Source: an optimization exercise on an open RTL-to-GDS flow (aim: small area). Production flows keep margins and buffers that such runs may drop. At most, simulation tests tie the RTL to the original design; equivalence was not proved. No driver is modelled on the clock port, so clocking that relies on it looks cheaper here than on a real chip. Power figures rest on the tool's default switching activity, not on a simulated workload.

== lane 1 ==
// top
module top(reset, clk, ps2clk, ps2data, hsync, vsync, red, green, blue);
input reset, clk;
input ps2clk, ps2data;
output hsync, vsync;
output [2:0] red, green, blue;
reg [1:0] hs;
reg [7:0] hb;
reg [1:0] vs;
reg [7:0] vb;
wire      hw = &hb;
wire      vw = &vb;
always @(posedge clk or posedge reset)
  if (reset) begin
    hs <= 2'd0; hb <= 8'd95; vs <= 2'd0; vb <= 8'd206;
  end else begin
    hb <= hw ? ((hs == 2'd3) ? 8'd94 : 8'd43) : hb + 8'd1;
    if (hw) hs <= hs + 2'd1;
    if (hs == 2'd0 && hb == 8'd95) begin
      vb <= vw ? ((vs == 2'd3) ? 8'd206 : (vs == 2'd0) ? 8'd122 : 8'd123) : vb + 8'd1;
      if (vw) vs <= vs + 2'd1;
    end
  end
assign hsync = ~(hs == 2'd0 && hb >= 8'd111 && hb <= 8'd206);
assign vsync = (vs == 2'd0) && (vb == 8'd219 || vb == 8'd220);
wire r1 = vs == 2'd1;
wire r2 = vs == 2'd2;
wire r3 = vs == 2'd3;
reg [3:0] ps;
wire fe = (ps == 4'd8);
always @(posedge clk or posedge reset)
  if (reset) ps <= 4'd0;
  else if (ps2clk) ps <= (ps < 4'd4) ? ps + 4'd1 : (ps == 4'd4) ? 4'd4 : 4'd1;
  else ps <= (ps >= 4'd4 && ps < 4'd8) ? ps + 4'd1 : 4'd0;
reg [8:0] shift;
reg [3:0] cnt;
reg       f0, p;
wire      found = cnt == 4'd11;    
wire      stop = cnt == 4'd10;
wire      good = ~shift[0] & ps2data & p;
wire [7:0] code = shift[8:1];
always @(posedge clk)
  if (fe && cnt < 4'd9) shift <= {ps2data, shift[8:1]};
always @(posedge clk or posedge reset)
  if (reset) begin
  ...
Size: ~430 cells after synthesis, about 15 I/O pins, roughly 4500 sq um of cells after synthesis.
==> module top, before the edit <==
module top(reset, clk, ps2clk, ps2data, hsync, vsync, red, green, blue);
input reset, clk;
input ps2clk, ps2data;
output hsync, vsync;
output [2:0] red, green, blue;
reg [1:0] hs;
reg [7:0] hb;
reg [1:0] vs;
reg [7:0] vb;
wire      hw = &hb;
wire      vw = &vb;
always @(posedge clk or posedge reset)
  if (reset) begin
    hs <= 2'd0; hb <= 8'd95; vs <= 2'd0; vb <= 8'd206;
  end else begin
    hb <= hw ? ((hs == 2'd3) ? 8'd94 : 8'd43) : hb + 8'd1;
    if (hw) hs <= hs + 2'd1;
    if (hs == 2'd0 && hb == 8'd95) begin
      vb <= vw ? ((vs == 2'd3) ? 8'd206 : (vs == 2'd0) ? 8'd122 : 8'd123) : vb + 8'd1;
      if (vw) vs <= vs + 2'd1;
    end
  end
assign hsync = ~(hs == 2'd0 && hb >= 8'd111 && hb <= 8'd206);
assign vsync = (vs == 2'd0) && (vb == 8'd219 || vb == 8'd220);
wire r1 = vs == 2'd1;
wire r2 = vs == 2'd2;
wire r3 = vs == 2'd3;
reg [3:0] ps;
wire fe = (ps == 4'd8);
always @(posedge clk or posedge reset)
  if (reset) ps <= 4'd0;
  else if (ps2clk) ps <= (ps < 4'd4) ? ps + 4'd1 : (ps == 4'd4) ? 4'd4 : 4'd1;
  else ps <= (ps >= 4'd4 && ps < 4'd8) ? ps + 4'd1 : 4'd0;
reg [8:0] shift;
reg [3:0] cnt;
reg       f0, p;
wire      found = cnt == 4'd11;    
wire      stop = cnt == 4'd10;
wire      good = ~shift[0] & ps2data & p;
wire [7:0] code = shift[8:1];
always @(posedge clk)
  if (fe && cnt < 4'd9) shift <= {ps2data, shift[8:1]};
always @(posedge clk or posedge reset)
  if (reset) begin
    cnt <= 4'd0; f0 <= 1'b0; p <= 1'b0;
  end else begin
    if (found) cnt <= 4'd0;
    if (fe) begin
      p <= stop ? 1'b0 : p ^ ps2data;
      if (stop) begin
        cnt <= 4'd0;
        if (good) begin
          if (f0) begin f0 <= 1'b0; cnt <= 4'd11; end
          else if (code == 8'hF0) f0 <= 1'b1;
        end
      end else cnt <= cnt + 4'd1;
    end
  end
reg [3:0] zone;
reg       flag;
reg [22:0] counter;
reg [2:0] k;
reg [2:0] s0, s1, s2, s3, s4, s5, s6, s7, cc;
reg       zk;
reg [3:0] zv;
always @* begin
  zk = 1'b1;
  case (code)
    8'h15: zv = 4'b1000;
    8'h16: zv = 4'b0000;
    8'h1E: zv = 4'b0001;
    8'h26: zv = 4'b0010;
    8'h25: zv = 4'b0111;
    8'h2E: zv = 4'b1001;
    8'h36: zv = 4'b0011;
    8'h3D: zv = 4'b0110;
    8'h3E: zv = 4'b0101;
    8'h46: zv = 4'b0100;
    8'h35: zv = 4'b1010;
    8'h3C: zv = 4'b1011;
    8'h4B: zv = 4'b1100;
    default: begin zv = 4'bxxxx; zk = 1'b0; end
  endcase
end
reg       hit;
reg [2:0] ncol;
always @*
  case (code)
    8'h2D: begin hit = 1'b1; ncol = 3'b100; end
    8'h34: begin hit = 1'b1; ncol = 3'b010; end
    8'h24: begin hit = 1'b1; ncol = 3'b011; end
    8'h1D: begin hit = 1'b1; ncol = 3'b111; end
    8'h32: begin hit = 1'b1; ncol = 3'b001; end
    default: begin hit = 1'b0; ncol = 3'bxxx; end
  endcase
wire zQ = zone == 4'b1000;
wire zC = zone == 4'b1001;
wire zY = zone == 4'b1010;
wire zU = zone == 4'b1011;
wire zL = zone == 4'b1100;
wire [2:0] wslot = zone[2:0] + k;
wire       wr    = found & hit & ~zone[3];
wire       ldall = found & (zQ | zY | zU);
wire [7:0] ld    = ({8{wr}} & (8'd1 << wslot)) | {8{ldall}};
wire [2:0] dE    = zQ ? 3'b000 : zY ? 3'b111 : zU ? 3'b101 : ncol;
wire [2:0] dO    = zQ ? 3'b000 : zY ? 3'b011 : zU ? 3'b101 : ncol;
wire       ldc   = found & (zQ | zY | (zC & hit));
wire [2:0] dc    = zQ ? 3'b000 : zY ? 3'b011 : ncol;
wire        en    = !found && !flag;
wire        step  = en && (counter == 23'h4691b0);
wire [22:0] cnext = {counter[21:0], ~(counter[22] ^ counter[17])};
always @(posedge clk or posedge reset)
  if (reset) begin
    zone <= 4'b1000; flag <= 1'b1; counter <= 23'd0; k <= 3'd0;
    s0 <= 3'd0; s1 <= 3'd0; s2 <= 3'd0; s3 <= 3'd0;
    s4 <= 3'd0; s5 <= 3'd0; s6 <= 3'd0; s7 <= 3'd0; cc <= 3'd0;
  end else begin
    if (found & zk) zone <= zv;
    if (found & zQ) flag <= 1'b1;
    if (found & zL) flag <= 1'b0;
    if (en) counter <= step ? 23'd0 : cnext;
    if (found & (zY | zU)) k <= 3'd0;
    else if (step) k <= k + 3'd1;
    if (ld[0]) s0 <= dE;
    if (ld[1]) s1 <= dO;
    if (ld[2]) s2 <= dE;
    if (ld[3]) s3 <= dO;
    if (ld[4]) s4 <= dE;
    if (ld[5]) s5 <= dO;
    if (ld[6]) s6 <= dE;
    if (ld[7]) s7 <= dO;
    if (ldc) cc <= dc;
  end
reg [2:0] rpos;    
always @*
  case ({r1, r2, r3, hs})
    5'b10001: rpos = 3'd0;
    5'b10010: rpos = 3'd1;
    5'b10011: rpos = 3'd2;
    5'b01011: rpos = 3'd3;
    5'b00111: rpos = 3'd4;
    5'b00110: rpos = 3'd5;
    5'b00101: rpos = 3'd6;
    default:  rpos = 3'd7;
  endcase
wire inarea = (r1 | r2 | r3) & (hs != 2'd0);
wire centre = r2 & (hs == 2'd2);
wire [2:0] rslot = rpos + k;
reg  [2:0] rc;
always @*
  case (rslot)
    3'd0: rc = s0; 3'd1: rc = s1; 3'd2: rc = s2; 3'd3: rc = s3;
    3'd4: rc = s4; 3'd5: rc = s5; 3'd6: rc = s6; default: rc = s7;
  endcase
wire [2:0] col = !inarea ? 3'd0 : centre ? cc : rc;
wire snake = col == 3'b101;
assign red   = snake ? ~rslot : {3{col[2]}};
assign green = {3{col[1]}};
assign blue  = {3{col[0] & ~snake}};
endmodule
==> flow/config.mk <==
export PLATFORM = sky130hd
export DESIGN_NAME = top
export DESIGN_NICKNAME = top
export VERILOG_FILES = /design/flow/design.v
export SDC_FILE = /design/flow/constraint.sdc
export NUM_CORES = 4
export LEC_CHECK = 0
export CAP_MARGIN = 20
export CORE_MARGIN = 2
export CORE_UTILIZATION = 70
export SLEW_MARGIN = 20
==> flow/constraint.sdc <==
create_clock -name core_clock -period 40.0 [get_ports {clk}]
set_input_delay 8.0000 -clock core_clock [delete_from_list [all_inputs] [get_ports {clk}]]
set_output_delay 8.0000 -clock core_clock [all_outputs]
set_load 0.01 [all_outputs]
standard.sh (not shown) runs the stock make flow with config.mk's settings and CLKGATE_MAP_FILE= SYNTH_SCRIPT=/design/flow/synth_recipe.tcl, a recipe that flattens the netlist after the stock synthesis.
==> flow/flow/run.sh <==
#!/bin/bash
# Own layout flow: the standard flow with
#  - area-oriented ABC scripts in synthesis, the smallest result kept
#    (flow/synth.tcl, flow/area*.abc),
#    with adders left to ABC (no ORFS adder or Kogge-Stone carry mapping),
#  - the smallest buffer on every port,
#  - clock tree synthesis without dummy loads, then clock buffers shrunk
#    where the clock pin slew allows (flow/resize_clk.tcl).
set -euo pipefail
W=$PWD
export AREA_ABC_SCRIPTS="$W/flow/area1.abc $W/flow/area2.abc $W/flow/area3.abc $W/flow/area4.abc"
export FLOW_SYNTH_TCL=$W/synth_recipe.tcl
export SYNTH_OPERATIONS_ARGS="-noshare"
export BUFFER_PORTS_ARGS="-buffer_cell sky130_fd_sc_hd__buf_1"
export CTS_ARGS="-sink_clustering_enable -repair_clock_nets -dont_use_dummy_load -buf_list sky130_fd_sc_hd__clkbuf_8 -sink_clustering_size 25 -sink_clustering_max_diameter 60"
bash standard.sh SYNTH_SCRIPT=$W/flow/synth.tcl ADDER_MAP_FILE= synth > $W/synth.log 2>&1
bash standard.sh SYNTH_SCRIPT=$W/flow/synth.tcl ADDER_MAP_FILE= cts > $W/cts.log 2>&1
export RESULTS=$W/orfs/results/$FLOW_PLATFORM/top/base
openroad -no_init -exit $W/flow/resize_clk.tcl > $W/resize_clk.log 2>&1
bash standard.sh SYNTH_SCRIPT=$W/flow/synth.tcl ADDER_MAP_FILE= finish > $W/layout.log 2>&1
Other scripts of this flow, unchanged in this note and not shown: flow/flow/area1.abc, flow/flow/area2.abc, flow/flow/area3.abc, flow/flow/area4.abc, flow/flow/resize_clk.tcl, flow/flow/synth.tcl
Changes in lane 2 relative to lane 1:
--- a/flow/design.v
+++ b/flow/design.v
@@ -3,21 +3,23 @@
 input ps2clk, ps2data;
 output hsync, vsync;
 output [2:0] red, green, blue;
 reg [1:0] hs;
-reg [7:0] hb;
+reg [7:0] hbq;
 reg [1:0] vs;
-reg [7:0] vb;
+reg [7:0] vbq;
+wire [7:0] hb = hbq ^ 8'd95;
+wire [7:0] vb = vbq ^ 8'd206;
 wire      hw = &hb;
 wire      vw = &vb;
 always @(posedge clk or posedge reset)
   if (reset) begin
-    hs <= 2'd0; hb <= 8'd95; vs <= 2'd0; vb <= 8'd206;
+    hs <= 2'd0; hbq <= 8'd0; vs <= 2'd0; vbq <= 8'd0;
   end else begin
-    hb <= hw ? ((hs == 2'd3) ? 8'd94 : 8'd43) : hb + 8'd1;
+    hbq <= (hw ? ((hs == 2'd3) ? 8'd94 : 8'd43) : hb + 8'd1) ^ 8'd95;
     if (hw) hs <= hs + 2'd1;
     if (hs == 2'd0 && hb == 8'd95) begin
-      vb <= vw ? ((vs == 2'd3) ? 8'd206 : (vs == 2'd0) ? 8'd122 : 8'd123) : vb + 8'd1;
+      vbq <= (vw ? ((vs == 2'd3) ? 8'd206 : (vs == 2'd0) ? 8'd122 : 8'd123) : vb + 8'd1) ^ 8'd206;
       if (vw) vs <= vs + 2'd1;
     end
   end
 assign hsync = ~(hs == 2'd0 && hb >= 8'd111 && hb <= 8'd206);
@@ -55,10 +57,12 @@
         end
       end else cnt <= cnt + 4'd1;
     end
   end
-reg [3:0] zone;
-reg       flag;
+reg [3:0] zq;      
+reg       run;     
+wire [3:0] zone = zq ^ 4'b1000;
+wire      flag = ~run;
 reg [22:0] counter;
 reg [2:0] k;
 reg [2:0] s0, s1, s2, s3, s4, s5, s6, s7, cc;
 reg       zk;
@@ -110,15 +114,15 @@
 wire        step  = en && (counter == 23'h4691b0);
 wire [22:0] cnext = {counter[21:0], ~(counter[22] ^ counter[17])};
 always @(posedge clk or posedge reset)
   if (reset) begin
-    zone <= 4'b1000; flag <= 1'b1; counter <= 23'd0; k <= 3'd0;
+    zq <= 4'b0000; run <= 1'b0; counter <= 23'd0; k <= 3'd0;
     s0 <= 3'd0; s1 <= 3'd0; s2 <= 3'd0; s3 <= 3'd0;
     s4 <= 3'd0; s5 <= 3'd0; s6 <= 3'd0; s7 <= 3'd0; cc <= 3'd0;
   end else begin
-    if (found & zk) zone <= zv;
-    if (found & zQ) flag <= 1'b1;
-    if (found & zL) flag <= 1'b0;
+    if (found & zk) zq <= zv ^ 4'b1000;
+    if (found & zQ) run <= 1'b0;
+    if (found & zL) run <= 1'b1;
     if (en) counter <= step ? 23'd0 : cnext;
     if (found & (zY | zU)) k <= 3'd0;
     else if (step) k <= k + 3'd1;
     if (ld[0]) s0 <= dE;
==> comparison <==
Fmax went up by a few percent going from lane 1 to lane 2.
Lower post-route clock period utilization goes to lane 2 over lane 1.
In the metrics for lane 2 and lane 1, the one carrying the lower first-pass GRT wire length is lane 2.
Of lane 2 and lane 1, lane 2 shows the lower hold slack, with lane 1 above it.
Against lane 1, lane 2 reports a worst setup margin that is higher.
Measured against each other, lane 2 and lane 1 differ in combinational power, the lower figure coming from lane 1.
The lower power in sequential cells came out of lane 1.
The sequential share of layout area in lane 2 sits 0.46 points below the value recorded for lane 1.
Function not checked in lane 2: the RTL went through the layout flow alone.

re-timing with driven ports:
The flow's constraints put no driver on any port. The routed layouts listed below were extracted and timed again, unchanged, in two steps.
Step 1 sets driving cells, clkbuf_16 on the clock port and buf_2 on the other inputs (assumed; they add their load-dependent delay and slew).
Step 2 also shifts input and output timing later by t, the mid clock arrival at the registers, as if the neighbouring blocks saw the same clock.
a / b / c = no drivers / after step 1 / after step 2; a / b = the first two.
| run | t, ns | slack for setup (ns) | worst setup path after step 2 | pins driven straight from the clock port |
|---|---|---|---|---|
| lane 1 | 0.520 | 27.520 / 27.491 / 28.011 | register to output | 1 |
| lane 2 | 0.554 | 27.860 / 27.831 / 28.385 | register to output | 1 |
After both steps setup and hold are still met in every run listed.
